This is an optimization exercise on Yosys and OpenROAD, whose aim is small area, not a production implementation. The RTL was checked by simulation tests, not by an equivalence proof against the original design.

<file path="flow/design.v">
module motor1stab(clk, rst,
m1in, m2in, m3in, m4in, ch6ratio, ch3ratio,
m1ratio,m2ratio,m3ratio,m4ratio);
input [10:0] m1in, m2in, m3in, m4in,  ch6ratio, ch3ratio;
input clk,rst;
output [10:0] m1ratio,m2ratio,m3ratio,m4ratio;
localparam P0 = 3'b000,   
           P1 = 3'b001,   
           AA = 3'b010,   
           AB = 3'b011,   
           WF = 3'b100,   
           WS = 3'b101,   
           GB = 3'b110;   
localparam [16:0] LFSR_END = 17'h151ae;
reg [2:0] ph;
reg [16:0] lfsr;
reg sec2;
reg [10:0] a1, a2, a3, a4;    
reg [10:0] b1, b2, b3, b4;    
reg [10:0] r1, r2, r3, r4;    
wire first = (ph == WF);
wire [10:0] x1 = first ? a1 : b1;
wire [10:0] x2 = first ? a2 : b2;
wire neq = (m1in != x1) || (m2in != x2);
always @(posedge clk or negedge rst)
if (!rst) begin
	ph <= P0;
	lfsr <= 17'd0;
	sec2 <= 1'b0;
end else begin
	lfsr <= {lfsr[15:0], ~(lfsr[16] ^ lfsr[13])};
	if (lfsr == LFSR_END) sec2 <= 1'b1;
	case (ph)
	P0: ph <= P1;
	P1: ph <= WF;
	WF: ph <= (neq || sec2) ? GB : WS;
	WS: ph <= neq ? GB : WS;
	GB: ph <= AA;
	AA: ph <= AB;
	AB: ph <= WF;
	default: ph <= P0;
	endcase
end
wire cap_a = ph[2] | ~ph[1];    
wire adj   = ~ph[2] & ph[1];
always @(posedge clk) begin
	if (cap_a) begin
		a1 <= m1in; a2 <= m2in; a3 <= m3in; a4 <= m4in;
	end
	if (first) begin
		b1 <= a1; b2 <= a2; b3 <= a3; b4 <= a4;
	end
end
wire gt1, gt2, gt3, gt4;
wire [10:0] d1, d2, d3, d4;
wire [11:0] cp, cp3;
wire [4:0] w0, w1, w2, w3, w4;
wire t1 = ch6ratio[3] ^ ch6ratio[0];
wire t2 = ch6ratio[3] & ch6ratio[0];
wire t3 = ch6ratio[4] ^ ch6ratio[1] ^ t2;
wire t4 = (ch6ratio[4] & ch6ratio[1]) | (t2 & (ch6ratio[4] ^ ch6ratio[1]));
wire t5 = ch6ratio[5] ^ ch6ratio[2] ^ ch6ratio[0];
wire t6 = (ch6ratio[5] & ch6ratio[2]) | (ch6ratio[0] & (ch6ratio[5] ^ ch6ratio[2]));
wire t7 = t5 ^ t4;
wire t8 = t5 & t4;
wire t9 = ch6ratio[6] ^ ch6ratio[3] ^ ch6ratio[1];
wire t10 = (ch6ratio[6] & ch6ratio[3]) | (ch6ratio[1] & (ch6ratio[6] ^ ch6ratio[3]));
wire t11 = t6 ^ t9 ^ t8;
wire t12 = (t6 & t9) | (t8 & (t6 ^ t9));
wire t13 = ch6ratio[7] ^ ch6ratio[4] ^ ch6ratio[2];
wire t14 = (ch6ratio[7] & ch6ratio[4]) | (ch6ratio[2] & (ch6ratio[7] ^ ch6ratio[4]));
wire t15 = t10 ^ t13 ^ t12;
wire t16 = (t10 & t13) | (t12 & (t10 ^ t13));
wire t17 = ch6ratio[8] ^ ch6ratio[5] ^ ch6ratio[3];
wire t18 = (ch6ratio[8] & ch6ratio[5]) | (ch6ratio[3] & (ch6ratio[8] ^ ch6ratio[5]));
wire t19 = t14 ^ t17 ^ t16;
wire t20 = (t14 & t17) | (t16 & (t14 ^ t17));
wire t21 = ch6ratio[9] ^ ch6ratio[6] ^ ch6ratio[4];
wire t22 = (ch6ratio[9] & ch6ratio[6]) | (ch6ratio[4] & (ch6ratio[9] ^ ch6ratio[6]));
wire t23 = t18 ^ t21 ^ t20;
wire t24 = (t18 & t21) | (t20 & (t18 ^ t21));
wire t25 = ch6ratio[10] ^ ch6ratio[7] ^ ch6ratio[5];
wire t26 = (ch6ratio[10] & ch6ratio[7]) | (ch6ratio[5] & (ch6ratio[10] ^ ch6ratio[7]));
wire t27 = ch6ratio[0] ^ t22 ^ t25;
wire t28 = (ch6ratio[0] & t22) | (t25 & (ch6ratio[0] ^ t22));
wire t29 = t27 ^ t24;
wire t30 = t27 & t24;
wire t31 = ch6ratio[8] ^ ch6ratio[6] ^ ch6ratio[1];
wire t32 = t26 ^ t31 ^ t28;
wire t33 = t32 ^ t30;
wire t34 = ch6ratio[0] ^ ch6ratio[1];
wire t35 = ch6ratio[0] & ch6ratio[1];
wire t36 = ch6ratio[1] ^ ch6ratio[2] ^ t35;
wire t37 = (ch6ratio[1] & ch6ratio[2]) | (t35 & (ch6ratio[1] ^ ch6ratio[2]));
wire t38 = ch6ratio[2] ^ t1 ^ t37;
wire t39 = (ch6ratio[2] & t1) | (t37 & (ch6ratio[2] ^ t1));
wire t40 = t1 ^ t3 ^ t39;
wire t41 = (t1 & t3) | (t39 & (t1 ^ t3));
wire t42 = t3 ^ t7 ^ t41;
wire t43 = (t3 & t7) | (t41 & (t3 ^ t7));
wire t44 = t7 ^ t11 ^ t43;
wire t45 = (t7 & t11) | (t43 & (t7 ^ t11));
wire t46 = t11 ^ t15 ^ t45;
wire t47 = (t11 & t15) | (t45 & (t11 ^ t15));
wire t48 = t15 ^ t19 ^ t47;
wire t49 = (t15 & t19) | (t47 & (t15 ^ t19));
wire t50 = t19 ^ t23 ^ t49;
wire t51 = (t19 & t23) | (t49 & (t19 ^ t23));
wire t52 = t23 ^ t29 ^ t51;
wire t53 = (t23 & t29) | (t51 & (t23 ^ t29));
wire t54 = t29 ^ t33 ^ t53;
wire t55 = ~ch6ratio[5];
wire t56 = ~ch6ratio[10];
wire t57 = ch6ratio[0] ^ ch6ratio[7] ^ t56;
wire t58 = (ch6ratio[0] & ch6ratio[7]) | (t56 & (ch6ratio[0] ^ ch6ratio[7]));
wire t59 = ch6ratio[1] ^ t55 ^ ch6ratio[6];
wire t60 = (ch6ratio[1] & t55) | (ch6ratio[6] & (ch6ratio[1] ^ t55));
wire t61 = ~(ch6ratio[7] ^ ch6ratio[8]);
wire t62 = ch6ratio[7] | ch6ratio[8];
wire t63 = t58 ^ t59 ^ t61;
wire t64 = (t58 & t59) | (t61 & (t58 ^ t59));
wire t65 = ch6ratio[2] ^ ch6ratio[6] ^ ch6ratio[8];
wire t66 = (ch6ratio[2] & ch6ratio[6]) | (ch6ratio[8] & (ch6ratio[2] ^ ch6ratio[6]));
wire t67 = ~(ch6ratio[9] ^ t60);
wire t68 = ch6ratio[9] | t60;
wire t69 = t62 ^ t65 ^ t64;
wire t70 = (t62 & t65) | (t64 & (t62 ^ t65));
wire t71 = t67 ^ t69;
wire t72 = t67 & t69;
wire t73 = ch6ratio[3] ^ ch6ratio[6] ^ ch6ratio[9];
wire t74 = (ch6ratio[3] & ch6ratio[6]) | (ch6ratio[9] & (ch6ratio[3] ^ ch6ratio[6]));
wire t75 = t66 ^ t73 ^ t68;
wire t76 = (t66 & t73) | (t68 & (t66 ^ t73));
wire t77 = t70 ^ t75 ^ t72;
wire t78 = (t70 & t75) | (t72 & (t70 ^ t75));
wire t79 = ch6ratio[4] ^ t55 ^ t74;
wire t80 = (ch6ratio[4] & t55) | (t74 & (ch6ratio[4] ^ t55));
wire t81 = t79 ^ t76 ^ t78;
wire t82 = (t79 & t76) | (t78 & (t79 ^ t76));
wire t83 = t80 ^ t82;
wire t84 = t80 & t82;
wire t85 = t63 | t57;
wire t86 = t71 | t85;
wire t87 = t77 & t86;
wire t88 = t81 & t87;
wire t89 = t83 | t88;
wire t90 = t84 | t89;
wire t91 = t71 | t63;
wire t92 = t77 | t91;
wire t93 = t81 & t92;
wire t94 = t83 & t93;
wire t95 = t84 | t94;
wire t96 = t63 & t57;
wire t97 = t71 | t96;
wire t98 = t77 & t97;
wire t99 = t81 | t98;
wire t100 = t83 | t99;
wire t101 = t84 & t100;
wire t102 = (t90 & ~t95) | t101;
wire t103 = t90 & ~t101;
wire t104 = t95 & ~t101;
wire t105 = t102 ^ t57;
wire t106 = t102 & t57;
wire t107 = t103 ^ t63 ^ t106;
wire t108 = (t103 & t63) | (t106 & (t103 ^ t63));
wire t109 = t90 ^ t108 ^ t71;
wire t110 = (t90 & t108) | (t71 & (t90 ^ t108));
wire t111 = t104 ^ t77 ^ t110;
wire t112 = (t104 & t77) | (t110 & (t104 ^ t77));
wire t113 = t101 ^ t81 ^ t112;
wire t114 = t113 | (t111 & t109 & (t107 | t105 | 1'b0));
wire t115 = t114 & ~1'b0;
wire t116 = t114 & 1'b0;
wire t117 = t105 ^ t115;
wire t118 = t105 & t115;
wire t119 = t107 ^ t115 ^ t118;
wire t120 = (t107 & t115) | (t118 & (t107 ^ t115));
wire t121 = t116 | t120;
wire t122 = t109 ^ t121;
wire t123 = t109 & t121;
wire t124 = t111 ^ t123;
wire t125 = 1'b0 ^ t114;
wire t126 = t124 | (t122 & t119 & (t117 | t125 | 1'b0));
wire t127 = t126 & ~1'b0;
wire t128 = t126 & 1'b0;
wire t129 = t125 ^ t127;
wire t130 = t125 & t127;
wire t131 = t117 ^ t127 ^ t130;
wire t132 = (t117 & t127) | (t130 & (t117 ^ t127));
wire t133 = t128 | t132;
wire t134 = t119 ^ t133;
wire t135 = t119 & t133;
wire t136 = t122 ^ t135;
wire t137 = 1'b0 ^ t126;
wire t138 = t136 | (t134 & t131 & (t129 | t137 | 1'b0));
wire t139 = t138 & ~1'b0;
wire t140 = t138 & 1'b0;
wire t141 = t137 ^ t139;
wire t142 = t137 & t139;
wire t143 = t129 ^ t139 ^ t142;
wire t144 = (t129 & t139) | (t142 & (t129 ^ t139));
wire t145 = t140 | t144;
wire t146 = t131 ^ t145;
wire t147 = t131 & t145;
wire t148 = t134 ^ t147;
wire t149 = 1'b0 ^ t138;
wire t150 = t148 | (t146 & t143 & (t141 | t149 | 1'b0));
wire t151 = t150 & ~1'b0;
wire t152 = t150 & 1'b0;
wire t153 = t149 ^ t151;
wire t154 = t149 & t151;
wire t155 = t141 ^ t151 ^ t154;
wire t156 = (t141 & t151) | (t154 & (t141 ^ t151));
wire t157 = t152 | t156;
wire t158 = t143 ^ t157;
wire t159 = t143 & t157;
wire t160 = t146 ^ t159;
wire t161 = 1'b0 ^ t150;
wire t162 = a1[0] ^ a2[0] ^ a3[0];
wire t163 = (a1[0] & a2[0]) | (a3[0] & (a1[0] ^ a2[0]));
wire t164 = a4[0] ^ t162;
wire t165 = a4[0] & t162;
wire t166 = a1[1] ^ a2[1] ^ a3[1];
wire t167 = (a1[1] & a2[1]) | (a3[1] & (a1[1] ^ a2[1]));
wire t168 = a4[1] ^ t163 ^ t166;
wire t169 = (a4[1] & t163) | (t166 & (a4[1] ^ t163));
wire t170 = t165 ^ t168;
wire t171 = t165 & t168;
wire t172 = a1[2] ^ a2[2] ^ a3[2];
wire t173 = (a1[2] & a2[2]) | (a3[2] & (a1[2] ^ a2[2]));
wire t174 = a4[2] ^ t167 ^ t172;
wire t175 = (a4[2] & t167) | (t172 & (a4[2] ^ t167));
wire t176 = t169 ^ t174 ^ t171;
wire t177 = (t169 & t174) | (t171 & (t169 ^ t174));
wire t178 = a1[3] ^ a2[3] ^ a3[3];
wire t179 = (a1[3] & a2[3]) | (a3[3] & (a1[3] ^ a2[3]));
wire t180 = a4[3] ^ t173 ^ t178;
wire t181 = (a4[3] & t173) | (t178 & (a4[3] ^ t173));
wire t182 = t175 ^ t180 ^ t177;
wire t183 = (t175 & t180) | (t177 & (t175 ^ t180));
wire t184 = a1[4] ^ a2[4] ^ a3[4];
wire t185 = (a1[4] & a2[4]) | (a3[4] & (a1[4] ^ a2[4]));
wire t186 = a4[4] ^ t179 ^ t184;
wire t187 = (a4[4] & t179) | (t184 & (a4[4] ^ t179));
wire t188 = t181 ^ t186 ^ t183;
wire t189 = (t181 & t186) | (t183 & (t181 ^ t186));
wire t190 = a1[5] ^ a2[5] ^ a3[5];
wire t191 = (a1[5] & a2[5]) | (a3[5] & (a1[5] ^ a2[5]));
wire t192 = a4[5] ^ t185 ^ t190;
wire t193 = (a4[5] & t185) | (t190 & (a4[5] ^ t185));
wire t194 = t187 ^ t192 ^ t189;
wire t195 = (t187 & t192) | (t189 & (t187 ^ t192));
wire t196 = a1[6] ^ a2[6] ^ a3[6];
wire t197 = (a1[6] & a2[6]) | (a3[6] & (a1[6] ^ a2[6]));
wire t198 = a4[6] ^ t191 ^ t196;
wire t199 = (a4[6] & t191) | (t196 & (a4[6] ^ t191));
wire t200 = t193 ^ t198 ^ t195;
wire t201 = (t193 & t198) | (t195 & (t193 ^ t198));
wire t202 = a1[7] ^ a2[7] ^ a3[7];
wire t203 = (a1[7] & a2[7]) | (a3[7] & (a1[7] ^ a2[7]));
wire t204 = a4[7] ^ t197 ^ t202;
wire t205 = (a4[7] & t197) | (t202 & (a4[7] ^ t197));
wire t206 = t199 ^ t204 ^ t201;
wire t207 = (t199 & t204) | (t201 & (t199 ^ t204));
wire t208 = a1[8] ^ a2[8] ^ a3[8];
wire t209 = (a1[8] & a2[8]) | (a3[8] & (a1[8] ^ a2[8]));
wire t210 = a4[8] ^ t203 ^ t208;
wire t211 = (a4[8] & t203) | (t208 & (a4[8] ^ t203));
wire t212 = t205 ^ t210 ^ t207;
wire t213 = (t205 & t210) | (t207 & (t205 ^ t210));
wire t214 = a1[9] ^ a2[9] ^ a3[9];
wire t215 = (a1[9] & a2[9]) | (a3[9] & (a1[9] ^ a2[9]));
wire t216 = a4[9] ^ t209 ^ t214;
wire t217 = (a4[9] & t209) | (t214 & (a4[9] ^ t209));
wire t218 = t211 ^ t216 ^ t213;
wire t219 = (t211 & t216) | (t213 & (t211 ^ t216));
wire t220 = a1[10] ^ a2[10] ^ a3[10];
wire t221 = (a1[10] & a2[10]) | (a3[10] & (a1[10] ^ a2[10]));
wire t222 = a4[10] ^ t215 ^ t220;
wire t223 = (a4[10] & t215) | (t220 & (a4[10] ^ t215));
wire t224 = t217 ^ t222 ^ t219;
wire t225 = (t217 & t222) | (t219 & (t217 ^ t222));
wire t226 = t221 ^ t223 ^ t225;
wire t227 = (t221 & t223) | (t225 & (t221 ^ t223));
wire t228 = (a1[0] & ~t176) | (a1[0] & 1'b0) | (~t176 & 1'b0);
wire t229 = (a1[1] & ~t182) | (a1[1] & t228) | (~t182 & t228);
wire t230 = (a1[2] & ~t188) | (a1[2] & t229) | (~t188 & t229);
wire t231 = (a1[3] & ~t194) | (a1[3] & t230) | (~t194 & t230);
wire t232 = (a1[4] & ~t200) | (a1[4] & t231) | (~t200 & t231);
wire t233 = (a1[5] & ~t206) | (a1[5] & t232) | (~t206 & t232);
wire t234 = (a1[6] & ~t212) | (a1[6] & t233) | (~t212 & t233);
wire t235 = (a1[7] & ~t218) | (a1[7] & t234) | (~t218 & t234);
wire t236 = (a1[8] & ~t224) | (a1[8] & t235) | (~t224 & t235);
wire t237 = (a1[9] & ~t226) | (a1[9] & t236) | (~t226 & t236);
wire t238 = (a1[10] & ~t227) | (a1[10] & t237) | (~t227 & t237);
assign gt1 = t238;
wire t239 = (a2[0] & ~t176) | (a2[0] & 1'b0) | (~t176 & 1'b0);
wire t240 = (a2[1] & ~t182) | (a2[1] & t239) | (~t182 & t239);
wire t241 = (a2[2] & ~t188) | (a2[2] & t240) | (~t188 & t240);
wire t242 = (a2[3] & ~t194) | (a2[3] & t241) | (~t194 & t241);
wire t243 = (a2[4] & ~t200) | (a2[4] & t242) | (~t200 & t242);
wire t244 = (a2[5] & ~t206) | (a2[5] & t243) | (~t206 & t243);
wire t245 = (a2[6] & ~t212) | (a2[6] & t244) | (~t212 & t244);
wire t246 = (a2[7] & ~t218) | (a2[7] & t245) | (~t218 & t245);
wire t247 = (a2[8] & ~t224) | (a2[8] & t246) | (~t224 & t246);
wire t248 = (a2[9] & ~t226) | (a2[9] & t247) | (~t226 & t247);
wire t249 = (a2[10] & ~t227) | (a2[10] & t248) | (~t227 & t248);
assign gt2 = t249;
wire t250 = (a3[0] & ~t176) | (a3[0] & 1'b0) | (~t176 & 1'b0);
wire t251 = (a3[1] & ~t182) | (a3[1] & t250) | (~t182 & t250);
wire t252 = (a3[2] & ~t188) | (a3[2] & t251) | (~t188 & t251);
wire t253 = (a3[3] & ~t194) | (a3[3] & t252) | (~t194 & t252);
wire t254 = (a3[4] & ~t200) | (a3[4] & t253) | (~t200 & t253);
wire t255 = (a3[5] & ~t206) | (a3[5] & t254) | (~t206 & t254);
wire t256 = (a3[6] & ~t212) | (a3[6] & t255) | (~t212 & t255);
wire t257 = (a3[7] & ~t218) | (a3[7] & t256) | (~t218 & t256);
wire t258 = (a3[8] & ~t224) | (a3[8] & t257) | (~t224 & t257);
wire t259 = (a3[9] & ~t226) | (a3[9] & t258) | (~t226 & t258);
wire t260 = (a3[10] & ~t227) | (a3[10] & t259) | (~t227 & t259);
assign gt3 = t260;
wire t261 = (a4[0] & ~t176) | (a4[0] & 1'b0) | (~t176 & 1'b0);
wire t262 = (a4[1] & ~t182) | (a4[1] & t261) | (~t182 & t261);
wire t263 = (a4[2] & ~t188) | (a4[2] & t262) | (~t188 & t262);
wire t264 = (a4[3] & ~t194) | (a4[3] & t263) | (~t194 & t263);
wire t265 = (a4[4] & ~t200) | (a4[4] & t264) | (~t200 & t264);
wire t266 = (a4[5] & ~t206) | (a4[5] & t265) | (~t206 & t265);
wire t267 = (a4[6] & ~t212) | (a4[6] & t266) | (~t212 & t266);
wire t268 = (a4[7] & ~t218) | (a4[7] & t267) | (~t218 & t267);
wire t269 = (a4[8] & ~t224) | (a4[8] & t268) | (~t224 & t268);
wire t270 = (a4[9] & ~t226) | (a4[9] & t269) | (~t226 & t269);
wire t271 = (a4[10] & ~t227) | (a4[10] & t270) | (~t227 & t270);
assign gt4 = t271;
wire t272 = ~a1[0];
wire t273 = ~a1[1];
wire t274 = ~a1[2];
wire t275 = ~a1[3];
wire t276 = ~a1[4];
wire t277 = ~a1[5];
wire t278 = ~a1[6];
wire t279 = ~a1[7];
wire t280 = ~a1[8];
wire t281 = ~a1[9];
wire t282 = ~a1[10];
wire t283 = ~(b1[0] ^ t272);
wire t284 = b1[0] | t272;
wire t285 = b1[1] ^ t273 ^ t284;
wire t286 = (b1[1] & t273) | (t284 & (b1[1] ^ t273));
wire t287 = b1[2] ^ t274 ^ t286;
wire t288 = (b1[2] & t274) | (t286 & (b1[2] ^ t274));
wire t289 = b1[3] ^ t275 ^ t288;
wire t290 = (b1[3] & t275) | (t288 & (b1[3] ^ t275));
wire t291 = b1[4] ^ t276 ^ t290;
wire t292 = (b1[4] & t276) | (t290 & (b1[4] ^ t276));
wire t293 = b1[5] ^ t277 ^ t292;
wire t294 = (b1[5] & t277) | (t292 & (b1[5] ^ t277));
wire t295 = b1[6] ^ t278 ^ t294;
wire t296 = (b1[6] & t278) | (t294 & (b1[6] ^ t278));
wire t297 = b1[7] ^ t279 ^ t296;
wire t298 = (b1[7] & t279) | (t296 & (b1[7] ^ t279));
wire t299 = b1[8] ^ t280 ^ t298;
wire t300 = (b1[8] & t280) | (t298 & (b1[8] ^ t280));
wire t301 = b1[9] ^ t281 ^ t300;
wire t302 = (b1[9] & t281) | (t300 & (b1[9] ^ t281));
wire t303 = b1[10] ^ t282 ^ t302;
assign d1 = {t303, t301, t299, t297, t295, t293, t291, t289, t287, t285, t283};
wire t304 = ~a2[0];
wire t305 = ~a2[1];
wire t306 = ~a2[2];
wire t307 = ~a2[3];
wire t308 = ~a2[4];
wire t309 = ~a2[5];
wire t310 = ~a2[6];
wire t311 = ~a2[7];
wire t312 = ~a2[8];
wire t313 = ~a2[9];
wire t314 = ~a2[10];
wire t315 = ~(b2[0] ^ t304);
wire t316 = b2[0] | t304;
wire t317 = b2[1] ^ t305 ^ t316;
wire t318 = (b2[1] & t305) | (t316 & (b2[1] ^ t305));
wire t319 = b2[2] ^ t306 ^ t318;
wire t320 = (b2[2] & t306) | (t318 & (b2[2] ^ t306));
wire t321 = b2[3] ^ t307 ^ t320;
wire t322 = (b2[3] & t307) | (t320 & (b2[3] ^ t307));
wire t323 = b2[4] ^ t308 ^ t322;
wire t324 = (b2[4] & t308) | (t322 & (b2[4] ^ t308));
wire t325 = b2[5] ^ t309 ^ t324;
wire t326 = (b2[5] & t309) | (t324 & (b2[5] ^ t309));
wire t327 = b2[6] ^ t310 ^ t326;
wire t328 = (b2[6] & t310) | (t326 & (b2[6] ^ t310));
wire t329 = b2[7] ^ t311 ^ t328;
wire t330 = (b2[7] & t311) | (t328 & (b2[7] ^ t311));
wire t331 = b2[8] ^ t312 ^ t330;
wire t332 = (b2[8] & t312) | (t330 & (b2[8] ^ t312));
wire t333 = b2[9] ^ t313 ^ t332;
wire t334 = (b2[9] & t313) | (t332 & (b2[9] ^ t313));
wire t335 = b2[10] ^ t314 ^ t334;
assign d2 = {t335, t333, t331, t329, t327, t325, t323, t321, t319, t317, t315};
wire t336 = ~a3[0];
wire t337 = ~a3[1];
wire t338 = ~a3[2];
wire t339 = ~a3[3];
wire t340 = ~a3[4];
wire t341 = ~a3[5];
wire t342 = ~a3[6];
wire t343 = ~a3[7];
wire t344 = ~a3[8];
wire t345 = ~a3[9];
wire t346 = ~a3[10];
wire t347 = ~(b3[0] ^ t336);
wire t348 = b3[0] | t336;
wire t349 = b3[1] ^ t337 ^ t348;
wire t350 = (b3[1] & t337) | (t348 & (b3[1] ^ t337));
wire t351 = b3[2] ^ t338 ^ t350;
wire t352 = (b3[2] & t338) | (t350 & (b3[2] ^ t338));
wire t353 = b3[3] ^ t339 ^ t352;
wire t354 = (b3[3] & t339) | (t352 & (b3[3] ^ t339));
wire t355 = b3[4] ^ t340 ^ t354;
wire t356 = (b3[4] & t340) | (t354 & (b3[4] ^ t340));
wire t357 = b3[5] ^ t341 ^ t356;
wire t358 = (b3[5] & t341) | (t356 & (b3[5] ^ t341));
wire t359 = b3[6] ^ t342 ^ t358;
wire t360 = (b3[6] & t342) | (t358 & (b3[6] ^ t342));
wire t361 = b3[7] ^ t343 ^ t360;
wire t362 = (b3[7] & t343) | (t360 & (b3[7] ^ t343));
wire t363 = b3[8] ^ t344 ^ t362;
wire t364 = (b3[8] & t344) | (t362 & (b3[8] ^ t344));
wire t365 = b3[9] ^ t345 ^ t364;
wire t366 = (b3[9] & t345) | (t364 & (b3[9] ^ t345));
wire t367 = b3[10] ^ t346 ^ t366;
assign d3 = {t367, t365, t363, t361, t359, t357, t355, t353, t351, t349, t347};
wire t368 = ~a4[0];
wire t369 = ~a4[1];
wire t370 = ~a4[2];
wire t371 = ~a4[3];
wire t372 = ~a4[4];
wire t373 = ~a4[5];
wire t374 = ~a4[6];
wire t375 = ~a4[7];
wire t376 = ~a4[8];
wire t377 = ~a4[9];
wire t378 = ~a4[10];
wire t379 = ~(b4[0] ^ t368);
wire t380 = b4[0] | t368;
wire t381 = b4[1] ^ t369 ^ t380;
wire t382 = (b4[1] & t369) | (t380 & (b4[1] ^ t369));
wire t383 = b4[2] ^ t370 ^ t382;
wire t384 = (b4[2] & t370) | (t382 & (b4[2] ^ t370));
wire t385 = b4[3] ^ t371 ^ t384;
wire t386 = (b4[3] & t371) | (t384 & (b4[3] ^ t371));
wire t387 = b4[4] ^ t372 ^ t386;
wire t388 = (b4[4] & t372) | (t386 & (b4[4] ^ t372));
wire t389 = b4[5] ^ t373 ^ t388;
wire t390 = (b4[5] & t373) | (t388 & (b4[5] ^ t373));
wire t391 = b4[6] ^ t374 ^ t390;
wire t392 = (b4[6] & t374) | (t390 & (b4[6] ^ t374));
wire t393 = b4[7] ^ t375 ^ t392;
wire t394 = (b4[7] & t375) | (t392 & (b4[7] ^ t375));
wire t395 = b4[8] ^ t376 ^ t394;
wire t396 = (b4[8] & t376) | (t394 & (b4[8] ^ t376));
wire t397 = b4[9] ^ t377 ^ t396;
wire t398 = (b4[9] & t377) | (t396 & (b4[9] ^ t377));
wire t399 = b4[10] ^ t378 ^ t398;
assign d4 = {t399, t397, t395, t393, t391, t389, t387, t385, t383, t381, t379};
assign cp = {t33, t29, t23, t19, t15, t11, t7, t3, t1, ch6ratio[2], ch6ratio[1], ch6ratio[0]};
assign cp3 = {t54, t52, t50, t48, t46, t44, t42, t40, t38, t36, t34, ch6ratio[0]};
assign w0 = {t113, t111, t109, t107, t105};
assign w1 = {t124, t122, t119, t117, t125};
assign w2 = {t136, t134, t131, t129, t137};
assign w3 = {t148, t146, t143, t141, t149};
assign w4 = {t160, t158, t155, t153, t161};
wire act1 = gt1 & (|d1);
wire act2 = gt2 & (|d2);
wire act3 = gt3 & (|d3);
wire act4 = gt4 & (|d4);
wire s12 = act1 & act2;
wire [10:0] u1d = act1 ? d1 : d2;
wire [10:0] u2d = s12 ? d2 : d3;
wire [10:0] u3d = act4 ? d4 : d3;
wire [10:0] u1m = act1 ? m1in : m2in;
wire [10:0] u2m = s12 ? m2in : m3in;
wire [10:0] u3m = act4 ? m4in : m3in;
wire [10:0] u1o, u2o, u3o;
dunit u1 (.d(u1d), .m(u1m), .cp(cp), .cp3(cp3), .w0(w0), .w1(w1), .w2(w2), .w3(w3), .w4(w4), .c0(ch6ratio[0]), .o(u1o));
dunit u2 (.d(u2d), .m(u2m), .cp(cp), .cp3(cp3), .w0(w0), .w1(w1), .w2(w2), .w3(w3), .w4(w4), .c0(ch6ratio[0]), .o(u2o));
dunit u3 (.d(u3d), .m(u3m), .cp(cp), .cp3(cp3), .w0(w0), .w1(w1), .w2(w2), .w3(w3), .w4(w4), .c0(ch6ratio[0]), .o(u3o));
wire [10:0] o1 = u1o;
wire [10:0] o2 = act1 ? u2o : u1o;
wire [10:0] o3 = s12 ? u3o : u2o;
wire [10:0] o4 = u3o;
wire off = ch3ratio < 11'd50;
wire [10:0] n1 = off ? 11'd0 : act1 ? o1 : m1in;
wire [10:0] n2 = off ? 11'd0 : act2 ? o2 : m2in;
wire [10:0] n3 = off ? 11'd0 : act3 ? o3 : m3in;
wire [10:0] n4 = off ? 11'd0 : act4 ? o4 : m4in;
assign m1ratio = adj ? n1 : r1;
assign m2ratio = adj ? n2 : r2;
assign m3ratio = adj ? n3 : r3;
assign m4ratio = adj ? n4 : r4;
always @(posedge clk or negedge rst)
if (!rst) begin
	r1 <= 11'd0; r2 <= 11'd0; r3 <= 11'd0; r4 <= 11'd0;
end else begin
	r1 <= m1ratio; r2 <= m2ratio; r3 <= m3ratio; r4 <= m4ratio;
end
endmodule
module dunit(d, m, cp, cp3, w0, w1, w2, w3, w4, c0, o);
input [10:0] d;
input [10:0] m;
input [11:0] cp;
input [11:0] cp3;
input [4:0] w0;
input [4:0] w1;
input [4:0] w2;
input [4:0] w3;
input [4:0] w4;
input [0:0] c0;
output [10:0] o;
wire n1 = ~d[5];
wire n2 = ~d[10];
wire n3 = d[0] ^ d[7] ^ n2;
wire n4 = (d[0] & d[7]) | (n2 & (d[0] ^ d[7]));
wire n5 = d[1] ^ n1 ^ d[6];
wire n6 = (d[1] & n1) | (d[6] & (d[1] ^ n1));
wire n7 = ~(d[7] ^ d[8]);
wire n8 = d[7] | d[8];
wire n9 = n4 ^ n5 ^ n7;
wire n10 = (n4 & n5) | (n7 & (n4 ^ n5));
wire n11 = d[2] ^ d[6] ^ d[8];
wire n12 = (d[2] & d[6]) | (d[8] & (d[2] ^ d[6]));
wire n13 = ~(d[9] ^ n6);
wire n14 = d[9] | n6;
wire n15 = n8 ^ n11 ^ n10;
wire n16 = (n8 & n11) | (n10 & (n8 ^ n11));
wire n17 = n13 ^ n15;
wire n18 = n13 & n15;
wire n19 = d[3] ^ d[6] ^ d[9];
wire n20 = (d[3] & d[6]) | (d[9] & (d[3] ^ d[6]));
wire n21 = n12 ^ n19 ^ n14;
wire n22 = (n12 & n19) | (n14 & (n12 ^ n19));
wire n23 = n16 ^ n21 ^ n18;
wire n24 = (n16 & n21) | (n18 & (n16 ^ n21));
wire n25 = d[4] ^ n1 ^ n20;
wire n26 = (d[4] & n1) | (n20 & (d[4] ^ n1));
wire n27 = n25 ^ n22 ^ n24;
wire n28 = (n25 & n22) | (n24 & (n25 ^ n22));
wire n29 = n26 ^ n28;
wire n30 = n26 & n28;
wire n31 = n9 | n3;
wire n32 = n17 | n31;
wire n33 = n23 & n32;
wire n34 = n27 & n33;
wire n35 = n29 | n34;
wire n36 = n30 | n35;
wire n37 = n17 | n9;
wire n38 = n23 | n37;
wire n39 = n27 & n38;
wire n40 = n29 & n39;
wire n41 = n30 | n40;
wire n42 = n9 & n3;
wire n43 = n17 | n42;
wire n44 = n23 & n43;
wire n45 = n27 | n44;
wire n46 = n29 | n45;
wire n47 = n30 & n46;
wire n48 = (n36 & ~n41) | n47;
wire n49 = n36 & ~n47;
wire n50 = n41 & ~n47;
wire n51 = n48 ^ n3;
wire n52 = n48 & n3;
wire n53 = n49 ^ n9 ^ n52;
wire n54 = (n49 & n9) | (n52 & (n49 ^ n9));
wire n55 = n36 ^ n54 ^ n17;
wire n56 = (n36 & n54) | (n17 & (n36 ^ n54));
wire n57 = n50 ^ n23 ^ n56;
wire n58 = (n50 & n23) | (n56 & (n50 ^ n23));
wire n59 = n47 ^ n27 ^ n58;
wire n60 = n51 & w0[0];
wire n61 = n51 & w0[1];
wire n62 = n51 & w0[2];
wire n63 = n51 & w0[3];
wire n64 = n51 & w0[4];
wire n65 = n53 & w1[0];
wire n66 = n53 & w1[1];
wire n67 = n53 & w1[2];
wire n68 = n53 & w1[3];
wire n69 = n53 & w1[4];
wire n70 = n55 & w2[0];
wire n71 = n55 & w2[1];
wire n72 = n55 & w2[2];
wire n73 = n55 & w2[3];
wire n74 = n55 & w2[4];
wire n75 = n57 & w3[0];
wire n76 = n57 & w3[1];
wire n77 = n57 & w3[2];
wire n78 = n57 & w3[3];
wire n79 = n57 & w3[4];
wire n80 = n59 & w4[0];
wire n81 = n59 & w4[1];
wire n82 = n59 & w4[2];
wire n83 = n59 & w4[3];
wire n84 = n59 & w4[4];
wire n85 = n60 ^ n65 ^ n70;
wire n86 = (n60 & n65) | (n70 & (n60 ^ n65));
wire n87 = n75 ^ n80 ^ n85;
wire n88 = (n75 & n80) | (n85 & (n75 ^ n80));
wire n89 = n61 ^ n66 ^ n71;
wire n90 = (n61 & n66) | (n71 & (n61 ^ n66));
wire n91 = n76 ^ n81 ^ n86;
wire n92 = (n76 & n81) | (n86 & (n76 ^ n81));
wire n93 = n89 ^ n88 ^ n91;
wire n94 = (n89 & n88) | (n91 & (n89 ^ n88));
wire n95 = n62 ^ n67 ^ n72;
wire n96 = (n62 & n67) | (n72 & (n62 ^ n67));
wire n97 = n77 ^ n82 ^ n90;
wire n98 = (n77 & n82) | (n90 & (n77 ^ n82));
wire n99 = n95 ^ n92 ^ n97;
wire n100 = (n95 & n92) | (n97 & (n95 ^ n92));
wire n101 = n94 ^ n99;
wire n102 = n94 & n99;
wire n103 = n63 ^ n68 ^ n73;
wire n104 = (n63 & n68) | (n73 & (n63 ^ n68));
wire n105 = n78 ^ n83 ^ n96;
wire n106 = (n78 & n83) | (n96 & (n78 ^ n83));
wire n107 = n103 ^ n98 ^ n105;
wire n108 = (n103 & n98) | (n105 & (n103 ^ n98));
wire n109 = n100 ^ n107 ^ n102;
wire n110 = (n100 & n107) | (n102 & (n100 ^ n107));
wire n111 = n64 ^ n69 ^ n74;
wire n112 = (n64 & n69) | (n74 & (n64 ^ n69));
wire n113 = n79 ^ n84 ^ n104;
wire n114 = (n79 & n84) | (n104 & (n79 ^ n84));
wire n115 = n111 ^ n106 ^ n113;
wire n116 = (n111 & n106) | (n113 & (n111 ^ n106));
wire n117 = n108 ^ n115 ^ n110;
wire n118 = (n108 & n115) | (n110 & (n108 ^ n115));
wire n119 = n112 ^ n114 ^ n116;
wire n120 = (n112 & n114) | (n116 & (n112 ^ n114));
wire n121 = n119 ^ n118;
wire n122 = n119 & n118;
wire n123 = n120 ^ n122;
wire n124 = n93 | n87;
wire n125 = n101 | n124;
wire n126 = n109 & n125;
wire n127 = n117 & n126;
wire n128 = n121 | n127;
wire n129 = n123 | n128;
wire n130 = n101 | n93;
wire n131 = n109 | n130;
wire n132 = n117 & n131;
wire n133 = n121 & n132;
wire n134 = n123 | n133;
wire n135 = n93 & n87;
wire n136 = n101 | n135;
wire n137 = n109 & n136;
wire n138 = n117 | n137;
wire n139 = n121 | n138;
wire n140 = n123 & n139;
wire n141 = (n129 & ~n134) | n140;
wire n142 = n129 & ~n140;
wire n143 = n134 & ~n140;
wire n144 = n141 ^ n87;
wire n145 = n141 & n87;
wire n146 = n142 ^ n93 ^ n145;
wire n147 = (n142 & n93) | (n145 & (n142 ^ n93));
wire n148 = n129 ^ n101 ^ n147;
wire n149 = (n129 & n101) | (n147 & (n129 ^ n101));
wire n150 = n143 ^ n109 ^ n149;
wire n151 = (n143 & n109) | (n149 & (n143 ^ n109));
wire n152 = n140 ^ n117 ^ n151;
wire n153 = (d[0] & c0) ^ n144;
wire n154 = (1'b0 & ~d[0] & ~d[1] & ~d[2]) | (~1'b0 & d[0] & ~d[1] & ~d[2]) | (1'b0 & ~d[0] & d[1] & d[2]) | (~1'b0 & d[0] & d[1] & d[2]);
wire n155 = (1'b0 & d[0] & ~d[1] & ~d[2]) | (~1'b0 & ~d[0] & d[1] & ~d[2]) | (1'b0 & d[0] & ~d[1] & d[2]) | (~1'b0 & ~d[0] & d[1] & d[2]);
wire n156 = (1'b0 & ~d[0] & d[1] & ~d[2]) | (~1'b0 & d[0] & d[1] & ~d[2]) | (1'b0 & ~d[0] & ~d[1] & d[2]) | (~1'b0 & d[0] & ~d[1] & d[2]);
wire n157 = (1'b0 & d[0] & d[1] & ~d[2]) | (~1'b0 & ~d[0] & ~d[1] & d[2]);
wire n158 = (1'b0 & ~d[0] & ~d[1] & ~d[2]) | (~1'b0 & d[0] & ~d[1] & ~d[2]) | (1'b0 & d[0] & ~d[1] & ~d[2]) | (~1'b0 & ~d[0] & d[1] & ~d[2]) | (1'b0 & ~d[0] & d[1] & ~d[2]) | (~1'b0 & d[0] & d[1] & ~d[2]) | (1'b0 & d[0] & d[1] & ~d[2]);
wire n159 = (d[2] & ~d[3] & ~d[4] & ~d[5]) | (~d[2] & d[3] & ~d[4] & ~d[5]) | (d[2] & ~d[3] & d[4] & d[5]) | (~d[2] & d[3] & d[4] & d[5]);
wire n160 = (d[2] & d[3] & ~d[4] & ~d[5]) | (~d[2] & ~d[3] & d[4] & ~d[5]) | (d[2] & d[3] & ~d[4] & d[5]) | (~d[2] & ~d[3] & d[4] & d[5]);
wire n161 = (d[2] & ~d[3] & d[4] & ~d[5]) | (~d[2] & d[3] & d[4] & ~d[5]) | (d[2] & ~d[3] & ~d[4] & d[5]) | (~d[2] & d[3] & ~d[4] & d[5]);
wire n162 = (d[2] & d[3] & d[4] & ~d[5]) | (~d[2] & ~d[3] & ~d[4] & d[5]);
wire n163 = (d[2] & ~d[3] & ~d[4] & ~d[5]) | (~d[2] & d[3] & ~d[4] & ~d[5]) | (d[2] & d[3] & ~d[4] & ~d[5]) | (~d[2] & ~d[3] & d[4] & ~d[5]) | (d[2] & ~d[3] & d[4] & ~d[5]) | (~d[2] & d[3] & d[4] & ~d[5]) | (d[2] & d[3] & d[4] & ~d[5]);
wire n164 = (d[5] & ~d[6] & ~d[7] & ~d[8]) | (~d[5] & d[6] & ~d[7] & ~d[8]) | (d[5] & ~d[6] & d[7] & d[8]) | (~d[5] & d[6] & d[7] & d[8]);
wire n165 = (d[5] & d[6] & ~d[7] & ~d[8]) | (~d[5] & ~d[6] & d[7] & ~d[8]) | (d[5] & d[6] & ~d[7] & d[8]) | (~d[5] & ~d[6] & d[7] & d[8]);
wire n166 = (d[5] & ~d[6] & d[7] & ~d[8]) | (~d[5] & d[6] & d[7] & ~d[8]) | (d[5] & ~d[6] & ~d[7] & d[8]) | (~d[5] & d[6] & ~d[7] & d[8]);
wire n167 = (d[5] & d[6] & d[7] & ~d[8]) | (~d[5] & ~d[6] & ~d[7] & d[8]);
wire n168 = (d[5] & ~d[6] & ~d[7] & ~d[8]) | (~d[5] & d[6] & ~d[7] & ~d[8]) | (d[5] & d[6] & ~d[7] & ~d[8]) | (~d[5] & ~d[6] & d[7] & ~d[8]) | (d[5] & ~d[6] & d[7] & ~d[8]) | (~d[5] & d[6] & d[7] & ~d[8]) | (d[5] & d[6] & d[7] & ~d[8]);
wire n169 = (d[8] & ~d[9] & ~d[10] & ~1'b0) | (~d[8] & d[9] & ~d[10] & ~1'b0) | (d[8] & ~d[9] & d[10] & 1'b0) | (~d[8] & d[9] & d[10] & 1'b0);
wire n170 = (d[8] & d[9] & ~d[10] & ~1'b0) | (~d[8] & ~d[9] & d[10] & ~1'b0) | (d[8] & d[9] & ~d[10] & 1'b0) | (~d[8] & ~d[9] & d[10] & 1'b0);
wire n171 = (d[8] & ~d[9] & d[10] & ~1'b0) | (~d[8] & d[9] & d[10] & ~1'b0) | (d[8] & ~d[9] & ~d[10] & 1'b0) | (~d[8] & d[9] & ~d[10] & 1'b0);
wire n172 = (d[8] & d[9] & d[10] & ~1'b0) | (~d[8] & ~d[9] & ~d[10] & 1'b0);
wire n173 = (d[8] & ~d[9] & ~d[10] & ~1'b0) | (~d[8] & d[9] & ~d[10] & ~1'b0) | (d[8] & d[9] & ~d[10] & ~1'b0) | (~d[8] & ~d[9] & d[10] & ~1'b0) | (d[8] & ~d[9] & d[10] & ~1'b0) | (~d[8] & d[9] & d[10] & ~1'b0) | (d[8] & d[9] & d[10] & ~1'b0);
wire n174 = ((n154 & cp[0]) | (n156 & cp3[0])) ^ n158;
wire n175 = ((n154 & cp[1]) | (n155 & cp[0]) | (n156 & cp3[1])) ^ n158;
wire n176 = ((n154 & cp[2]) | (n155 & cp[1]) | (n156 & cp3[2]) | (n157 & cp[0])) ^ n158;
wire n177 = ((n154 & cp[3]) | (n155 & cp[2]) | (n156 & cp3[3]) | (n157 & cp[1])) ^ n158;
wire n178 = ((n154 & cp[4]) | (n155 & cp[3]) | (n156 & cp3[4]) | (n157 & cp[2])) ^ n158;
wire n179 = ((n154 & cp[5]) | (n155 & cp[4]) | (n156 & cp3[5]) | (n157 & cp[3])) ^ n158;
wire n180 = ((n154 & cp[6]) | (n155 & cp[5]) | (n156 & cp3[6]) | (n157 & cp[4])) ^ n158;
wire n181 = ((n154 & cp[7]) | (n155 & cp[6]) | (n156 & cp3[7]) | (n157 & cp[5])) ^ n158;
wire n182 = ((n154 & cp[8]) | (n155 & cp[7]) | (n156 & cp3[8]) | (n157 & cp[6])) ^ n158;
wire n183 = ((n154 & cp[9]) | (n155 & cp[8]) | (n156 & cp3[9]) | (n157 & cp[7])) ^ n158;
wire n184 = ((n154 & cp[10]) | (n155 & cp[9]) | (n156 & cp3[10]) | (n157 & cp[8])) ^ n158;
wire n185 = ((n154 & cp[11]) | (n155 & cp[10]) | (n156 & cp3[11]) | (n157 & cp[9])) ^ n158;
wire n186 = ((n159 & cp[0]) | (n161 & cp3[0])) ^ n163;
wire n187 = ((n159 & cp[1]) | (n160 & cp[0]) | (n161 & cp3[1])) ^ n163;
wire n188 = ((n159 & cp[2]) | (n160 & cp[1]) | (n161 & cp3[2]) | (n162 & cp[0])) ^ n163;
wire n189 = ((n159 & cp[3]) | (n160 & cp[2]) | (n161 & cp3[3]) | (n162 & cp[1])) ^ n163;
wire n190 = ((n159 & cp[4]) | (n160 & cp[3]) | (n161 & cp3[4]) | (n162 & cp[2])) ^ n163;
wire n191 = ((n159 & cp[5]) | (n160 & cp[4]) | (n161 & cp3[5]) | (n162 & cp[3])) ^ n163;
wire n192 = ((n159 & cp[6]) | (n160 & cp[5]) | (n161 & cp3[6]) | (n162 & cp[4])) ^ n163;
wire n193 = ((n159 & cp[7]) | (n160 & cp[6]) | (n161 & cp3[7]) | (n162 & cp[5])) ^ n163;
wire n194 = ((n159 & cp[8]) | (n160 & cp[7]) | (n161 & cp3[8]) | (n162 & cp[6])) ^ n163;
wire n195 = ((n164 & cp[0]) | (n166 & cp3[0])) ^ n168;
wire n196 = ((n164 & cp[1]) | (n165 & cp[0]) | (n166 & cp3[1])) ^ n168;
wire n197 = ((n164 & cp[2]) | (n165 & cp[1]) | (n166 & cp3[2]) | (n167 & cp[0])) ^ n168;
wire n198 = ((n164 & cp[3]) | (n165 & cp[2]) | (n166 & cp3[3]) | (n167 & cp[1])) ^ n168;
wire n199 = ((n164 & cp[4]) | (n165 & cp[3]) | (n166 & cp3[4]) | (n167 & cp[2])) ^ n168;
wire n200 = ((n164 & cp[5]) | (n165 & cp[4]) | (n166 & cp3[5]) | (n167 & cp[3])) ^ n168;
wire n201 = ((n169 & cp[0]) | (n171 & cp3[0])) ^ n173;
wire n202 = ((n169 & cp[1]) | (n170 & cp[0]) | (n171 & cp3[1])) ^ n173;
wire n203 = ((n169 & cp[2]) | (n170 & cp[1]) | (n171 & cp3[2]) | (n172 & cp[0])) ^ n173;
wire n204 = n153 ^ n174 ^ n158;
wire n205 = (n153 & n174) | (n158 & (n153 ^ n174));
wire n206 = n204 ^ n144;
wire n207 = n204 & n144;
wire n208 = m[0] ^ n175 ^ n205;
wire n209 = (m[0] & n175) | (n205 & (m[0] ^ n175));
wire n210 = n208 ^ n146 ^ n207;
wire n211 = (n208 & n146) | (n207 & (n208 ^ n146));
wire n212 = m[1] ^ n176 ^ n209;
wire n213 = (m[1] & n176) | (n209 & (m[1] ^ n176));
wire n214 = n212 ^ n148 ^ n211;
wire n215 = (n212 & n148) | (n211 & (n212 ^ n148));
wire n216 = m[2] ^ n177 ^ n186;
wire n217 = (m[2] & n177) | (n186 & (m[2] ^ n177));
wire n218 = n163 ^ n216 ^ n144;
wire n219 = (n163 & n216) | (n144 & (n163 ^ n216));
wire n220 = n213 ^ n218 ^ n150;
wire n221 = (n213 & n218) | (n150 & (n213 ^ n218));
wire n222 = n215 ^ n220;
wire n223 = n215 & n220;
wire n224 = m[3] ^ n178 ^ n187;
wire n225 = (m[3] & n178) | (n187 & (m[3] ^ n178));
wire n226 = n217 ^ n224 ^ n146;
wire n227 = (n217 & n224) | (n146 & (n217 ^ n224));
wire n228 = n219 ^ n226 ^ n152;
wire n229 = (n219 & n226) | (n152 & (n219 ^ n226));
wire n230 = n221 ^ n223 ^ n228;
wire n231 = (n221 & n223) | (n228 & (n221 ^ n223));
wire n232 = m[4] ^ n179 ^ n188;
wire n233 = (m[4] & n179) | (n188 & (m[4] ^ n179));
wire n234 = n225 ^ n232 ^ n144;
wire n235 = (n225 & n232) | (n144 & (n225 ^ n232));
wire n236 = n234 ^ n148 ^ n227;
wire n237 = (n234 & n148) | (n227 & (n234 ^ n148));
wire n238 = n236 ^ n229 ^ n231;
wire n239 = (n236 & n229) | (n231 & (n236 ^ n229));
wire n240 = m[5] ^ n180 ^ n189;
wire n241 = (m[5] & n180) | (n189 & (m[5] ^ n180));
wire n242 = n195 ^ n168 ^ n233;
wire n243 = (n195 & n168) | (n233 & (n195 ^ n168));
wire n244 = n240 ^ n242 ^ n146;
wire n245 = (n240 & n242) | (n146 & (n240 ^ n242));
wire n246 = n235 ^ n244 ^ n150;
wire n247 = (n235 & n244) | (n150 & (n235 ^ n244));
wire n248 = n237 ^ n246 ^ n239;
wire n249 = (n237 & n246) | (n239 & (n237 ^ n246));
wire n250 = m[6] ^ n181 ^ n190;
wire n251 = (m[6] & n181) | (n190 & (m[6] ^ n181));
wire n252 = n196 ^ n241 ^ n250;
wire n253 = (n196 & n241) | (n250 & (n196 ^ n241));
wire n254 = n243 ^ n252 ^ n148;
wire n255 = (n243 & n252) | (n148 & (n243 ^ n252));
wire n256 = n245 ^ n254 ^ n152;
wire n257 = (n245 & n254) | (n152 & (n245 ^ n254));
wire n258 = n247 ^ n256 ^ n249;
wire n259 = (n247 & n256) | (n249 & (n247 ^ n256));
wire n260 = m[7] ^ n182 ^ n191;
wire n261 = (m[7] & n182) | (n191 & (m[7] ^ n182));
wire n262 = n197 ^ n251 ^ n260;
wire n263 = (n197 & n251) | (n260 & (n197 ^ n251));
wire n264 = n253 ^ n262 ^ n150;
wire n265 = (n253 & n262) | (n150 & (n253 ^ n262));
wire n266 = n255 ^ n264 ^ n257;
wire n267 = (n255 & n264) | (n257 & (n255 ^ n264));
wire n268 = n266 ^ n259;
wire n269 = n266 & n259;
wire n270 = m[8] ^ n183 ^ n192;
wire n271 = (m[8] & n183) | (n192 & (m[8] ^ n183));
wire n272 = n198 ^ n201 ^ n173;
wire n273 = (n198 & n201) | (n173 & (n198 ^ n201));
wire n274 = n261 ^ n270 ^ n272;
wire n275 = (n261 & n270) | (n272 & (n261 ^ n270));
wire n276 = n263 ^ n274 ^ n152;
wire n277 = (n263 & n274) | (n152 & (n263 ^ n274));
wire n278 = n265 ^ n276 ^ n267;
wire n279 = (n265 & n276) | (n267 & (n265 ^ n276));
wire n280 = n278 ^ n269;
wire n281 = n278 & n269;
wire n282 = m[9] ^ n184 ^ n193;
wire n283 = (m[9] & n184) | (n193 & (m[9] ^ n184));
wire n284 = n199 ^ n202 ^ n271;
wire n285 = (n199 & n202) | (n271 & (n199 ^ n202));
wire n286 = n273 ^ n282 ^ n275;
wire n287 = (n273 & n282) | (n275 & (n273 ^ n282));
wire n288 = n284 ^ n144 ^ n286;
wire n289 = (n284 & n144) | (n286 & (n284 ^ n144));
wire n290 = n288 ^ n277 ^ n279;
wire n291 = (n288 & n277) | (n279 & (n288 ^ n277));
wire n292 = n290 ^ n281;
wire n293 = n290 & n281;
wire n294 = m[10] ^ n153 ^ n185;
wire n295 = n194 ^ n200 ^ n203;
wire n296 = n283 ^ n294 ^ n295;
wire n297 = n285 ^ n296 ^ n287;
wire n298 = n146 ^ n289 ^ n297;
wire n299 = n298 ^ n291 ^ n293;
assign o = {n299, n292, n280, n268, n258, n248, n238, n230, n222, n214, n210};
endmodule
</file>
<file path="flow/flow/run.sh">
#!/bin/bash
# Own layout flow: the standard layout (standard.sh) with four changes:
#  - synthesis runs synth_recipe.tcl with its synth wrapper replaced by
#    flow/synth_proc.tcl: the full/half adders are extracted before synth's
#    abc -fast instead of after it (same passes otherwise, same registers);
#  - the logic is mapped with an area-oriented ABC script (flow/abc_area.script,
#    used as ORFS's abc_area.script with ABC_AREA=1);
#  - the port buffers are sky130_fd_sc_hd__buf_1 cells;
#  - clock tree: clkbuf_16 at the root, clkbuf_4/clkbuf_8 below it, no dummy loads.
# Each step's output goes to its own log file in this folder.
set -euo pipefail
here=$(pwd)
rm -rf "$here/scripts_local"
cp -r "$FLOW_HOME/scripts" "$here/scripts_local"
cp "$here/flow/abc_area.script" "$here/scripts_local/abc_area.script"
first='proc synth {args} { yosys synth -nofsm -noshare {*}$args }'
if [[ "$(head -1 synth_recipe.tcl)" != "$first" ]]; then
  echo "synth_recipe.tcl does not start with the expected synth wrapper" >&2
  exit 1
fi
{ cat "$here/flow/synth_proc.tcl"; tail -n +2 synth_recipe.tcl; } > "$here/own_synth.tcl"
bash standard.sh SCRIPTS_DIR="$here/scripts_local" ABC_AREA=1 SYNTH_SCRIPT="$here/own_synth.tcl" synth > "$here/flow_synth.log" 2>&1
export BUFFER_PORTS_ARGS="-buffer_cell sky130_fd_sc_hd__buf_1"
export CTS_ARGS="-repair_clock_nets -root_buf sky130_fd_sc_hd__clkbuf_16 -buf_list {sky130_fd_sc_hd__clkbuf_4 sky130_fd_sc_hd__clkbuf_8} -dont_use_dummy_load"
bash standard.sh finish > "$here/flow_finish.log" 2>&1
</file>
<file path="flow/flow/abc_area.script">
strash
dch -f
map -a
topo
</file>
<file path="flow/flow/synth_proc.tcl">
# Replaces the first line of synth_recipe.tcl (its synth wrapper). Same synth -nofsm
# -noshare, except that the fine stage extracts the full and half adders (as ORFS's
# synth.tcl does later) before synth's own abc -fast, so that the adder structure of
# the RTL reaches the adder cells. Registers are not touched by this step.
proc synth {args} {
  set i [lsearch -exact $args "fine:"]
  if { $i > 0 && [lindex $args [expr {$i - 1}]] == "-run" } {
    # the fine stage of synth, with the full adders extracted before abc -fast
    set rest [lreplace $args [expr {$i - 1}] $i]
    set top [lindex $rest [expr {[lsearch -exact $rest "-top"] + 1}]]
    set extra {}
    set j [lsearch -exact $rest "-extra-map"]
    if { $j >= 0 } { set extra [list -map [lindex $rest [expr {$j + 1}]]] }
    yosys opt -fast -full
    yosys memory_map
    yosys opt -full
    yosys techmap -map +/techmap.v {*}$extra
    yosys opt -fast
    yosys extract_fa
    yosys techmap -map $::env(ADDER_MAP_FILE)
    yosys techmap
    yosys opt -fast
    yosys abc -fast
    yosys opt -fast
    yosys synth -nofsm -noshare -run check: {*}$rest
  } else {
    yosys synth -nofsm -noshare {*}$args
  }
}
</file>
<file path="flow/standard.sh">
#!/bin/bash
# synth_recipe.tcl (not shown) runs the flow's synth.tcl, then flattens the netlist and writes it again
# the make line also repeats each setting of config.mk as NAME=value (left out here)
make -C /OpenROAD-flow-scripts/flow DESIGN_CONFIG=/design/flow/config.mk WORK_HOME=/design/flow/orfs CLKGATE_MAP_FILE= SYNTH_SCRIPT=/design/flow/synth_recipe.tcl "${@:-finish}"
</file>
<file path="flow/config.mk">
export PLATFORM = sky130hd
export DESIGN_NAME = motor1stab
export DESIGN_NICKNAME = motor1stab
export VERILOG_FILES = /design/flow/design.v
export SDC_FILE = /design/flow/constraint.sdc
export NUM_CORES = 4
export LEC_CHECK = 0
export CAP_MARGIN = 20
export CORE_MARGIN = 2
export CORE_UTILIZATION = 75
export CTS_BUF_LIST = sky130_fd_sc_hd__clkbuf_8
export CTS_CLUSTER_SIZE = 30
export SLEW_MARGIN = 20
</file>
<file path="flow/constraint.sdc">
create_clock -name core_clock -period 40.0 [get_ports {clk}]
set_input_delay 8.0000 -clock core_clock [delete_from_list [all_inputs] [get_ports {clk}]]
set_output_delay 8.0000 -clock core_clock [all_outputs]
set_load 0.01 [all_outputs]
</file>
==> results of run 1 <==
## layout make-up
cell class / instances / area [um^2]
inverter: 316 / 1190
multi-input combinational: 1616 / 14000
clock buffer: 17 / 245
tap: 330 / 413
antenna: 2 / 5.00
sequential: 153 / 4050
fill: 1602 / 4700
timing repair buffer: 130 / 564
## worst max-delay path by stage
| stage | start | endpoint | slack (ns) | cells after the start |
|---|---|---|---|---|
| finish | ch6ratio[1] | m3ratio[10] | 1.92 | 74 |
| floorplan | ch6ratio[1] | m3ratio[10] | 5.15 | 70 |
| detailed placement | ch6ratio[1] | m3ratio[10] | 2.06 | 74 |
| global placement | ch6ratio[1] | m3ratio[10] | 2.53 | 74 |
| CTS | ch6ratio[1] | m3ratio[10] | 2.02 | 74 |
| global route | ch6ratio[1] | m3ratio[10] | 0.95 | 74 |
## logic make-up after synthesis
group	count (synthesis)
DFF	153
adders and majority gates	403
and+or+nand+nor	581
AOI/OAI and AO/OA	461
xor gates and xnor gates	170
muxes	1
buffers and inverters	316
## worst max-delay path: cells and delay by family
kind	cells	cell delay, ns
AOI/OAI and AO/OA	8	1.86
and+or+nand+nor	8	1.63
adders and majority gates	41	14.62
xor gates and xnor gates	7	2.27
buffers and inverters	10	1.69
## layer usage
metal,routed length [um],part of all wire [%]
met5,0,0
met4,4860,8.0
met3,6940,11
met2,28700,47
met1,20000,33
## placed cells by master, fill, tap and decap left out, drive strengths merged, types with 2 or more instances in the layout
cell / count
and2: 4
diode: 2
or2: 6
o31ai: 4
xnor2: 59
a32o: 2
fa: 324
nand3: 29
ha: 63
o211ai: 9
dfrtp: 65
maj3: 16
nor3: 8
a311oi: 8
nor4: 4
o22ai: 21
dfxtp: 22
o21a: 3
buf: 130
nand4: 13
clkbuf: 17
o21ai: 217
clkinv: 315
a21boi: 2
a211oi: 9
a21oi: 92
o221ai: 10
nor2: 284
edfxtp: 66
xor2: 111
o311ai: 7
a221oi: 26
a22oi: 44
a31oi: 3
and3: 2
nand2: 229
## cells in the mapped netlist, types with 2 or more instances
library cell  instances
edfxtp_1             66
nor3_1                8
a32o_1                2
and2_2                4
and3_2                2
a311oi_1              8
a21boi_0              2
o21a_1                3
or2_2                 6
nand4_1              13
a31oi_1               3
nor4_1                4
o31ai_1               4
o211ai_1              9
ha_1                 63
clkinv_1            316
a22oi_1              44
xnor2_1              59
nand3_1              29
a211oi_1              9
o311ai_0              7
dfrtp_1              65
maj3_1               16
o21ai_0             217
o221ai_1             10
xor2_1              111
a221oi_1             26
dfxtp_1              22
fa_1                324
nand2_1             229
nor2_1              284
o22ai_1              21
a21oi_1              92
==> run notes, run 1 <==
Critical Path Max Stage Delay 0.57 ns; worst rel slew slack 25.2%; I/O pins 112; final net count ~2700; IO buf count 110; cell mode on critical path fa_1; share of cells above drive strength 1 2.64%; gr busiest metal met2; placed cell count around 2500; antenna violations before repair 2; area leader, netlist fa_1; GR Util met3 13.4%; Ys Warns 1; crit end category primary output; HPWL after DPL roughly 48000 um; period utilization about 95%; area post-placement 0.0202 mm^2; Area growth syn-to-layout 6.54%; Core Area 0.0252 mm^2; fmax 26.3 MHz; flop and latch count out of synthesis roughly 150; WP data arrival around 30 ns; worst-margin pin slew 1.11 ns; DP Worst Slack 2.06 ns; global route total overflow 0; RD Place Congestion a little over 1; crit-path max FO 21; Worst Hold End lfsr[5]$_DFF_PN0_; reg-to-reg endpoint r3[10]$_DFF_PN0_; CTS sink count 153; minimum clock period between 30 and 40 ns; status timing/DRC/antenna clean; Synth Area in Compound Gates 14.2%; Clock Skews 0.0402 ns; Max Slew Vio Count 0; antenna-violating nets left 0; XOR/XNOR Fraction of Synth Area under 10%; final worst setup slack 1.92 ns; Largest register FFs 17; vias in the first global route 17700; Setup Fix Bufs, Post-CTS 0; area of the die around 0.027 mm^2; Pre-antenna DRT Iters 6; GRT Total Usage 46.9%; Netlist cell types 40; DRC 0; part of the Yosys area used for sequential elements 21.1%; Layout Cells excl Fill 2564; Starting Density between 70% and 80%; Worst R2R Path Depth 69; final hold vios 0; CTS buffer count 17; first-pass GRT wire length between 90000 and 100000 um; hold path startpoint lfsr[4]$_DFF_PN0_; reg2reg start a1[1]$_DFFE_PP_; maximum clock path buffer count 2; register bank with the most flops lfsr; 1st-iter DRT viols 2063; Final Setup Violations 0; final instance area approximately 0.02 mm^2; min-delay worst type flop to flop; Syn Inst Count 2085; Main synth FF type edfxtp_1; vias per inst 6.61; Synth Cell Area 0.0192 mm^2; hold buffers post-CTS 0; EDFF count, synth 66; share of the synthesized area in the top cell type about 34%; CTS root buffer clkbuf_16; largest family of logic cells by synthesized area adder cells; post_cts resized 0; Critical Path RT roughly 32 ns; ranking of synthesized cells by area fa_1, edfxtp_1, dfrtp_1; die height 164 um; post-synthesis simple-gate area fraction 12.0%; WL/cell 23.6 um; clock latency (worst-skew pair) ~0.4 ns; Maximum Capacitance Violations 0; syn_nets 2540; M2 GR Usage 75.6%; DIE WIDTH between 150 and 200 um; drt total wl 60600 um; met1 usage 54.7%; CP Class primary input to primary output; ys async rst share 42.5%; CTS tree yes; clk slew on worst S/H paths 0.10 ns; mux cell area share after synthesis less than 1%; final core area utilization between 80 and 90%; Critical Path Source Type primary input; hold-critical path depth 0; RSZ-0062 raised after global routing no; htree depth 4; largest net degree at the start of global routing between 60 and 70; syn avg cell area 9.22 um^2; WHS 0.364 ns; Setup TNS 0 ns; synthesized-area fraction occupied by adder cells between 30% and 40%; vias 16900; # rows a little under 60; r2r setup slk between 15 and 20 ns; slowest CP cell fa_1
==> inputs of run 2 (changes only) <==
--- a/flow/flow/run.sh
+++ b/flow/flow/run.sh
@@ -21,5 +21,5 @@
 { cat "$here/flow/synth_proc.tcl"; tail -n +2 synth_recipe.tcl; } > "$here/own_synth.tcl"
 bash standard.sh SCRIPTS_DIR="$here/scripts_local" ABC_AREA=1 SYNTH_SCRIPT="$here/own_synth.tcl" synth > "$here/flow_synth.log" 2>&1
 export BUFFER_PORTS_ARGS="-buffer_cell sky130_fd_sc_hd__buf_1"
-export CTS_ARGS="-repair_clock_nets -root_buf sky130_fd_sc_hd__clkbuf_16 -buf_list {sky130_fd_sc_hd__clkbuf_4 sky130_fd_sc_hd__clkbuf_8} -dont_use_dummy_load"
+export CTS_ARGS="-sink_clustering_enable -repair_clock_nets -sink_clustering_size 60 -sink_clustering_max_diameter 400 -root_buf sky130_fd_sc_hd__clkbuf_16 -buf_list {sky130_fd_sc_hd__clkbuf_8 sky130_fd_sc_hd__clkbuf_16} -dont_use_dummy_load"
 bash standard.sh finish > "$here/flow_finish.log" 2>&1
==> run notes, run 2 <==
status timing/DRC/antenna clean (unchanged); vias in the first global route 18100 (was 17700); hold buffers post-CTS 0 (unchanged); area leader, netlist fa_1 (unchanged); crit-path max FO 21 (unchanged); CTS root buffer clkbuf_16 (unchanged); maximum clock path buffer count 2 (unchanged); ranking of synthesized cells by area fa_1, edfxtp_1, dfrtp_1 (unchanged); RSZ-0062 raised after global routing no (unchanged); first-pass GRT wire length 96100 um (was 93400 um); Setup Fix Bufs, Post-CTS 0 (unchanged); post_cts resized 0 (unchanged); count leader, synth fa_1 (unchanged); Netlist cell types 40 (unchanged); CP Class primary input to primary output (unchanged); Syn Inst Count 2085 (unchanged); Maximum Capacitance Violations 0 (unchanged); Synth Cell Area 0.0192 mm^2 (unchanged); Area growth syn-to-layout 7.45% (was 6.54%); final net count 2689 (unchanged); clk slew on worst S/H paths 0.07 ns (was 0.10 ns); cell mode on critical path fa_1 (unchanged); share of cells above drive strength 1 2.64% (unchanged); HPWL after DPL 47800 um (unchanged); minimum clock period 38.03 ns (was 38.08 ns); Starting Density 76.3% (unchanged); Critical Path Max Stage Delay 0.57 ns (about the same); DIE WIDTH 164 um (unchanged); CTS tree yes (unchanged); CTS sink count 153 (unchanged); # rows 58 (unchanged); vias 17300 (was 16900); Reg area 0.00405 mm^2 (unchanged); final hold vios 0 (unchanged); drt total wl 62300 um (was 60600 um); most frequent cells in the layout fa_1, clkinv_1, nor2_1, nand2_1, o21ai_0 (unchanged); 1st-iter DRT viols 2327 (was 2063); Critical Path RT 32.00 ns (about the same); CTS buffer count 17 (unchanged); multi-input logic area 0.0140 mm^2 (unchanged); ys async rst share 42.5% (unchanged); global route total overflow 0 (unchanged); syn avg cell area 9.22 um^2 (unchanged); antenna cells 0 (was 2); Max Slew Vio Count 0 (unchanged); commonest non-fill, non-tap cell in the layout fa_1 (unchanged); RD Place Congestion 1.03 (unchanged); flop and latch count out of synthesis 153 (unchanged); Pre-antenna DRT Iters 9 (was 6); fmax 26.3 MHz (about the same); # fillers 1547 (was 1602); Largest register FFs 17 (unchanged); IO buf count 110 (unchanged); slowest CP cell fa_1 (unchanged); worst rel slew slack 22.7% (was 25.2%); period utilization 95.1% (was 95.2%); DRC 0 (unchanged); WL/cell 24.3 um (was 23.6 um); clock latency (worst-skew pair) 0.44 ns (was 0.39 ns); vias per inst 6.75 (was 6.61); Ys Warns 1 (unchanged); Core Area 0.0252 mm^2 (unchanged); area of the die 0.0269 mm^2 (unchanged); die height 164 um (unchanged); EDFF count, synth 66 (unchanged); register bank with the most flops lfsr (unchanged); crit end category primary output (unchanged); Final Setup Violations 0 (unchanged); min-delay worst type flop to flop (unchanged); antenna violations before repair 1 (was 2); I/O pins 112 (unchanged); Setup TNS 0 ns (unchanged); worst-margin pin slew 1.15 ns (was 1.11 ns); antenna-violating nets left 0 (unchanged); Clock Skews 0.0321 ns (was 0.0402 ns); syn_nets 2540 (unchanged); WP data arrival 30.03 ns (was 30.08 ns); htree depth 4 (unchanged); Critical Path Source Type primary input (unchanged); GRT Total Usage 48.1% (was 46.9%); largest net degree at the start of global routing 66 (unchanged); top cells by count, synth fa_1, clkinv_1, nor2_1, nand2_1, o21ai_0 (unchanged); share of the synthesized area in the top cell type 33.7% (unchanged); Main synth FF type edfxtp_1 (unchanged); part of the Yosys area used for sequential elements 21.1% (unchanged)
## run 2: cell counts after synthesis
Identical to the previous run, type by type.
## run 2: final cells by class
| type | count | area share, % |
|---|---|---|
| Clock buffer | 17 | 2.06 |
| Inverter | 316 | 5.74 |
| Multi-Input combinational cell | 1616 | 67.9 |
| Sequential cell | 153 | 19.6 |
| Tap cell | 330 | 2.00 |
| Timing Repair Buffer | 130 | 2.73 |
## run 2: per-stage QoR
step                setup WS [ns]  instance area [um^2]  util (%)  std cells  hold slack (ns)
CTS                          2.02                 20700      82.0       2562            0.367
global placement             2.53                 20200      80.3       2545            0.357
finish                       1.97                 20700      82.0       2562            0.359
global route                0.950                 20700      82.0       2562            0.372
floorplan                    5.15                 19200         -       2085            0.354
detailed placement           2.06                 20200      80.3       2545            0.367
## run 2: routing by layer
metal  wire, um  up-vias  track usage (%)
met5          0        -            0.947
li1           -     7189                -
met4       5180        0             32.5
met1      20200     8190             56.4
met3       7610      478             13.8
met2      29300     1424             77.3
## run 2: path summary, 6_finish.rpt
check                                        from            endpoint  slack, ns  cells after the start
worst max-delay path                  ch6ratio[1]         m3ratio[10]       1.97                     74
worst min-delay path            lfsr[4]$_DFF_PN0_   lfsr[5]$_DFF_PN0_       0.36                      0
worst max register to register    a1[1]$_DFFE_PP_     r2[9]$_DFF_PN0_      15.47                     69
worst min register to register  lfsr[4]$_DFF_PN0_   lfsr[5]$_DFF_PN0_       0.36                      0
max in group asynchronous                     rst     r4[0]$_DFF_PN0_      31.60                      2
min in group asynchronous                     rst  lfsr[14]$_DFF_PN0_       7.77                      2
## run 2: critical path: cells and delay by family
kind | cells | cell delay, ns
adders and majority gates | 41 | 14.59
and+or+nand+nor | 8 | 1.58
xor gates and xnor gates | 7 | 2.26
buffers and inverters | 10 | 1.67
AOI/OAI and AO/OA | 8 | 1.88
## run 2: cell families (layout without fill, tap and decap cells)
family | count (synthesis) | count (layout) | synth area share (%)
flip-flops | 153 | 153 | 21.1
AND/OR/NAND/NOR | 581 | 581 | 12.0
XOR/XNOR | 170 | 170 | 7.75
AO/OA/AOI/OAI | 461 | 461 | 14.2
buffers and inverters | 316 | 463 | 6.17
adder cells (fa/ha/maj) | 403 | 403 | 38.7
multiplexers | 1 | 1 | 0.0586

[separate check: timing with driven ports]
How much do the figures lean on ideal ports? The routed layouts below were timed once more, with nothing changed but the port constraints. Step 1 assumes that a clkbuf_16 drives the clock port and a buf_2 every other input. Step 2 adds t to the input delays and takes it off the output delays; t is the mean of the earliest and latest rising clock arrival at the registers after step 1. Input paths then give back, and output paths get back, about the clock's delay inside the block. a / b / c = ideal / step 1 / step 2; a / b = the first two.
run | t (ns) | setup slack, ns | worst slew at a driven data input, ns
run 1 | 0.413 | 1.921 / 1.894 / 1.894 | 0.05
run 2 | 0.464 | 1.972 / 1.945 / 1.945 | 0.05
After both steps every run listed still meets setup and hold.
